This is an optimization exercise on Yosys and OpenROAD, whose aim is small area, a short achievable clock period and few clock cycles, not a production implementation. Function not checked in this run: the RTL went through the layout flow alone. No activity file was given, so power comes from the tool's default toggle rates.

$ cat design/flow/design.v
`timescale 1ns / 1ps
module queens(
	input clk,
	input reset,
	input [4:0] n,
	output reg [31:0] result,
	input [4:0] row_query,
	output [4:0] row_result
    );
	reg [4:0] column;
	reg [4:0] cur;
	reg [4:0] rn;
	reg [4:0] Q [0:30];
	reg [4:0] FS [0:30];
	reg [30:0] Rused;
	reg [60:0] A;
	reg [60:0] B;
	reg finished;
	reg found;
	integer i;
	genvar g;
	wire [154:0] q_flat, fs_flat;
	generate for (g = 0; g < 31; g = g + 1) begin : fl
		assign q_flat[5*g +: 5] = Q[g];
		assign fs_flat[5*g +: 5] = FS[g];
	end endgenerate
	wire [31:0] col_oh, cur_oh, rq_oh, prev_oh;
	queens_dec dec_col(.s(column), .oh(col_oh));
	queens_dec dec_cur(.s(cur), .oh(cur_oh));
	queens_dec dec_rq(.s(row_query), .oh(rq_oh));
	wire [4:0] cm1 = column - 5'd1;
	wire [4:0] prev;
	queens_sel5 sel_prev(.oh(col_oh[31:1]), .d(q_flat), .y(prev));
	queens_dec dec_prev(.s(prev), .oh(prev_oh));
	wire sol = (column == n);
	wire exh = (cur == n);
	wire back = sol | exh;
	wire [30:0] occ = Rused | {1'b0, A[60:31]} | {B[29:0], 1'b0};
	wire [30:0] S = cur_oh[30:0];
	wire [30:0] C = prev_oh[31:1];    
	wire blocked;
	queens_sel1 sel_occ(.oh(S), .d(occ), .y(blocked));
	wire fwd = ~back & ~blocked;
	always @(posedge clk, posedge reset)
	begin
		if (reset) begin
			result <= 0;
			Rused <= 0;
			A <= 0;
			B <= 0;
			column <= 0;
			cur <= 0;
			rn <= 0;
			finished <= 0;
			found <= 0;
		end else if (~finished) begin
			if (sol) begin
				result <= result + 1;
				rn <= (rn == n) ? 5'd0 : rn + 5'd1;
				found <= 1'b1;
			end
			if (fwd) begin
				column <= column + 5'd1;
				cur <= 5'd0;
			end else if (back) begin
				column <= cm1;
				cur <= prev;
			end else
				cur <= cur + 5'd1;
			finished <= back & (column == 0);
			if (fwd) begin
				Rused <= Rused | S;
				A <= {1'b0, A[60:1]} | {S, 30'd0};
				B <= {B[59:0], 1'b0} | {30'd0, S};
			end else if (back) begin
				Rused <= Rused & ~C;
				A <= {A[59:0], 1'b0} & ~{C[29:0], 31'd0};
				B <= {1'b0, B[60:1]} & ~{31'd0, C[30:1]};
			end
		end
	end
	always @(posedge clk)
	begin
		if (~finished) begin
			for (i = 0; i < 31; i = i + 1) begin
				if (fwd && col_oh[i]) Q[i] <= cur + 5'd1;
				if (sol && ~found) FS[i] <= Q[i];
			end
		end
	end
	wire [4:0] q_rd, fs_rd;
	queens_rd31 rd_q(.oh(rq_oh[30:0]), .d(q_flat), .y(q_rd));
	queens_rd31 rd_fs(.oh(rq_oh[30:0]), .d(fs_flat), .y(fs_rd));
	wire g_q = ~finished & (row_query < column);
	wire g_f = finished & found & (row_query < n);
	wire g_c = ~finished & ~sol & (row_query == column);
	wire g_r = ~finished & (row_query == n);
	generate for (g = 0; g < 5; g = g + 1) begin : ob
		wire x0, x1;
		queens_a22oi o0(.a0(g_q), .b0(q_rd[g]), .a1(g_f), .b1(fs_rd[g]), .y(x0));
		queens_a22oi o1(.a0(g_c), .b0(cur[g]), .a1(g_r), .b1(rn[g]), .y(x1));
		queens_nand2 o2(.a(x0), .b(x1), .y(row_result[g]));
	end endgenerate
endmodule
module queens_dec(
	input [4:0] s,
	output [31:0] oh
    );
	genvar g;
	generate for (g = 0; g < 32; g = g + 1) begin : d
		assign oh[g] = (s == g);
	end endgenerate
endmodule
module queens_rd31(
	input [30:0] oh,
	input [154:0] d,
	output [4:0] y
    );
	genvar b, k, j;
	wire [31:0] ohx = {1'b0, oh};
	wire [159:0] dx = {5'd0, d};
	generate for (b = 0; b < 5; b = b + 1) begin : bt
		wire [3:0] l2;
		wire [1:0] l3;
		for (k = 0; k < 4; k = k + 1) begin : q
			wire [7:0] dk;
			for (j = 0; j < 8; j = j + 1) begin : e
				assign dk[j] = dx[5*(8*k+j) + b];
			end
			queens_sel8n u(.oh(ohx[8*k +: 8]), .d(dk), .yn(l2[k]));
		end
		queens_nor2 u3a(.a(l2[0]), .b(l2[1]), .y(l3[0]));
		queens_nor2 u3b(.a(l2[2]), .b(l2[3]), .y(l3[1]));
		queens_nand2 u4(.a(l3[0]), .b(l3[1]), .y(y[b]));
	end endgenerate
endmodule
module queens_sel8n(input [7:0] oh, input [7:0] d, output yn);
	wire [3:0] p;
	assign p[0] = ~((oh[0] & d[0]) | (oh[1] & d[1]));
	assign p[1] = ~((oh[2] & d[2]) | (oh[3] & d[3]));
	assign p[2] = ~((oh[4] & d[4]) | (oh[5] & d[5]));
	assign p[3] = ~((oh[6] & d[6]) | (oh[7] & d[7]));
	assign yn = ~(p[0] & p[1] & p[2] & p[3]);
endmodule
module queens_a22oi(input a0, input b0, input a1, input b1, output y);
	assign y = ~((a0 & b0) | (a1 & b1));
endmodule
module queens_nand4(input a, input b, input c, input d, output y);
	assign y = ~(a & b & c & d);
endmodule
module queens_nand2(input a, input b, output y);
	assign y = ~(a & b);
endmodule
module queens_nor2(input a, input b, output y);
	assign y = ~(a | b);
endmodule
module queens_sel5(
	input [30:0] oh,
	input [154:0] d,
	output reg [4:0] y
    );
	integer i;
	always @* begin
		y = 5'd0;
		for (i = 0; i < 31; i = i + 1) y = y | ({5{oh[i]}} & d[5*i +: 5]);
	end
endmodule
module queens_sel1(
	input [30:0] oh,
	input [30:0] d,
	output y
    );
	assign y = |(oh & d);
endmodule
`timescale 1ns / 1ps
module queenController(
    input [4:0] n,
    input [1:0] outSel,
    input reset,
    output [7:0] outNum,
    input sysClk,
    output [31:0] result,
    input [4:0] row_query,
    output [4:0] row_result
    );
	queens queenSolver(.clk(sysClk), .reset(reset), .n(n), .result(result), .row_query(row_query), .row_result(row_result));
	assign outNum = outSel[1] ? (outSel[0] ? result[31:24] : result[23:16]) : (outSel[0] ? result[15:8] : result[7:0]);
endmodule
$ cat design/flow/flow/run.sh
#!/bin/bash
set -euo pipefail
cd "$(dirname "${BASH_SOURCE[0]}")/.."
bash standard.sh SETUP_SLACK_MARGIN=6 finish > standard_flow.log 2>&1
$ cat design/flow/standard.sh
#!/bin/bash
# synth_recipe.tcl (not shown) runs the flow's synth.tcl, then flattens the netlist and writes it again
# the make line also repeats each setting of config.mk as NAME=value (left out here)
make -C /OpenROAD-flow-scripts/flow DESIGN_CONFIG=/design/flow/config.mk WORK_HOME=/design/flow/orfs CLKGATE_MAP_FILE= SYNTH_SCRIPT=/design/flow/synth_recipe.tcl "${@:-finish}"
$ cat design/flow/config.mk
export PLATFORM = sky130hd
export DESIGN_NAME = queenController
export DESIGN_NICKNAME = queenController
export VERILOG_FILES = /design/flow/design.v
export SDC_FILE = /design/flow/constraint.sdc
export NUM_CORES = 4
export LEC_CHECK = 0
export CAP_MARGIN = 20
export CORE_MARGIN = 2
export CORE_UTILIZATION = 40
export CTS_CLUSTER_DIAMETER = 70
export CTS_CLUSTER_SIZE = 30
export SLEW_MARGIN = 20
export SYNTH_HIERARCHICAL = 1
$ cat design/flow/constraint.sdc
create_clock -name core_clock -period 12.0 [get_ports {sysClk}]
set_input_delay 2.4000 -clock core_clock [delete_from_list [all_inputs] [get_ports {sysClk}]]
set_output_delay 2.4000 -clock core_clock [all_outputs]
set_load 0.01 [all_outputs]
==> impl_metrics.tcl <==
set metrics [dict create \
    status "timing/DRC/antenna clean" \
    dp_cells 2757 \
    cts_buffers 34 \
    place_hpwl_um 50600 \
    grt_pass1_vias 17000 \
    finalMaxSlewViolations 0 \
    hold_buffers 0 \
    yosysWarnings 10 \
    cts_sinks 512 \
    p_leak_uw 0.00920 \
    total_power_uw 3290 \
    ioPinCount 59 \
    wl_um 74100 \
    slew_headroom_pct 31.4 \
    crit_type "in2out" \
    reg2reg_setup_slack_ns 7.59 \
    holdPathStages 0 \
    swShare_pct 23.4 \
    finalSetupTns_ns 0 \
    start_util_pct 40.4 \
    route.detailed.drc 0 \
    rsz0062_at_grt "true" \
    antenna_found_initial 0 \
    hp-class "reg2reg" \
    drive_gt1_share_pct 15.8 \
    p_per_area_nw_per_um2 122 \
    die_width_um 245 \
    start_kind "input port" \
    clkSlewWorstSetupHoldPaths_ns 0.09 \
    worstHoldStart "queenSolver.Q[1][0]$_DFFE_PP_" \
    ir_drop_v 0.000120 \
    critPathMaxFanout 8 \
    holdWs_ns 0.499 \
    dieArea_um2 60000 \
    syn_to_final_growth_pct 16.3 \
    detail_route.vias_per_cell 6.12 \
    crit_arrival_ns 4.33 \
    ff_latch_area_um2 14400 \
    final_net_count 2124 \
    placed_cell_area_um2 24800 \
    intPower_uw 2520 \
    fin_worst_skew_ns 0.0371 \
    rr_endpoint "queenSolver.Q[14][2]$_DFFE_PP_" \
    grt_first_pass_wirelength_um 111000 \
    clkPwrFrac_pct 39.6 \
    via_count 17700 \
    core_area_um2 57600 \
    stdcell_count 2885 \
    h-tree-depth 2 \
    fp-row-count 88 \
    fill_cells 5176 \
    n_antenna_cell 0 \
    insertion_delay_ns 0.59 \
    worstHoldEndpoint "queenSolver.FS[1][0]$_DFFE_PP_" \
    finalCriticalPeriod_ns 6.73 \
    finalHoldViolations 0 \
    multiInputGateArea_um2 9130 \
    min_period_over_period_pct 56.1 \
    cts_tree "built" \
    ff2ff_path_depth 9 \
    setup_violations 0 \
    cts_root_buffer "clkbuf_16" \
    crit_required_ns 9.60 \
    max_freq_mhz 149 \
    overflow 0 \
    die_h_um 245 \
    max_slew.worst_pin.slew_ns 1.03 \
    dr.first_iter.drc_count 2001 \
    io_buffers 58 \
    synth_area_per_cell_um2 11.7 \
    cts_buffer_depth 3 \
    detail_route.wl_per_cell_um 25.7 \
    p_sw_uw 770 \
    ant_nets 0 \
    drtPass1Iterations 7 \
    synthCells 1982 \
    maxCapViolations 0 \
    reg2reg_from "queenSolver.cur[4]$_DFFE_PP0N_" \
    cp-end-kind "primary output" \
    syn_area_um2 23200 \
    pwr-share-seq_pct 56.3 \
    grt_util_all_layers_pct 24.6 \
    grt_max_degree 240 \
    gp_congestion 0.992 \
    fin_area_um2 27000 \
    p_comb_share_pct 4.1 \
]
-- registers in the layout (all words and copies together), names as in the netlist --
signal                flops
queenSolver.result       32
queenSolver.rn            5
queenSolver.B            61
queenSolver.finished      1
queenSolver.Rused        31
queenSolver.FS          155
queenSolver.Q           155
queenSolver.column        5
queenSolver.A            61
queenSolver.found         1
queenSolver.cur           5
-- through the flow --
step / utilization (%) / worst slack, ns
2_1_floorplan: - / 6.00
3_3_place_gp: 43.0 / 3.80
3_5_place_dp: 43.0 / 3.83
4_1_cts: 46.4 / 5.31
5_1_grt: 46.9 / 5.24
6_report: 46.9 / 5.27
-- what timing repair did --
item / CTS / global route
buffers inserted: 47 / 12
pin swaps: 71 / 52
gates resized for setup: 148 / 51
setup endpoints to repair: 13 / 61
cloned: 8 / 0
-- power groups by stage --
stage	clock network, µW	registers (µW)	logic, µW
after global routing	1390	1850	143
after global placement	0	1890	104
after floorplan	0	1890	69.6
after detailed placement	0	1890	106
final	1300	1850	134
after CTS	1330	1850	126
-- worst max-delay path by stage --
stage / from / endpoint / slack (ns)
floorplan: n[2] / row_result[4] / 6.00
global placement: row_query[2] / row_result[1] / 3.80
detailed placement: row_query[2] / row_result[4] / 3.83
CTS: row_query[2] / row_result[4] / 5.31
global route: row_query[1] / row_result[3] / 5.24
finish: row_query[1] / row_result[2] / 5.27
-- critical path, stage by stage --
cell and delay (ns):
buf_12 0.11, or3b_4 0.31, buf_6 0.17, nor2_4 0.05
buf_4 0.16, a22oi_2 0.16, nand4_1 0.12, nor2_2 0.26
nand2_1 0.10, a22oi_2 0.22, nand2_1 0.10, buf_2 0.15
-- routing by layer --
layer  share of wire, %  wire length [µm]  GRT usage, %  up-vias
li1                   -                 -             -     7799
met3                7.8              5770          4.07      145
met1                 42             31000          34.2     8938
met5                  0                 0             0        -
met2                 47             34700          39.0      779
met4                3.5              2620          8.72        0
-- final cells by class --
cell class	instances	share of cell area [%]
clock buffers	39	3.33
clock inverters	22	1.12
inverters	19	0.287
multi-input cells	1396	33.8
flip-flops and latches	512	53.1
well taps	765	3.54
repair buffers	132	4.80
-- layout by cell type (no fill, tap or decap), drive strengths merged, types with 7 or more instances in the layout --
cell,count
edfxtp,310
nor2,287
a22oi,242
dfrtp,202
nand2,164
a31oi,125
buf,85
nand3b,73
o21ai,67
a21oi,67
nand4,64
nand3,41
clkbuf,40
and2,37
xnor2,35
clkdlybuf4s50,34
or3,34
inv,27
conb,20
xor2,18
ha,15
or3b,12
nand2b,12
nor3,11
clkinv,10
a22o,9
mux4,8
dlygate4sd2,7
or2,7

port drivers added, routing unchanged:
Ports are ideal in the flow. The routed layout listed here was re-timed in OpenROAD.
Step 1: set_driving_cell puts a clkbuf_16 on sysClk and a buf_2 on each other input, an assumption about the parent block.
Step 2 times the ports against the registers' clock, not the clock port: input delays grow and output delays shrink by t, the midpoint of the rising clock arrivals with the driver on.
Three values: no drivers, after step 1, after step 2; two values: the first two.
t (ns): 0.632
setup WS [ns]: 5.274 / 5.148 / 5.148
worst setup path at the end: input to output
slew at the worst register clock pin (ns): 0.10 / 0.10
pins driven straight from the clock port: 1
After both steps setup and hold are still met in this run. For this run, drivers alone change the setup slack by -0.126 ns; drivers and shift together by -0.126 ns.
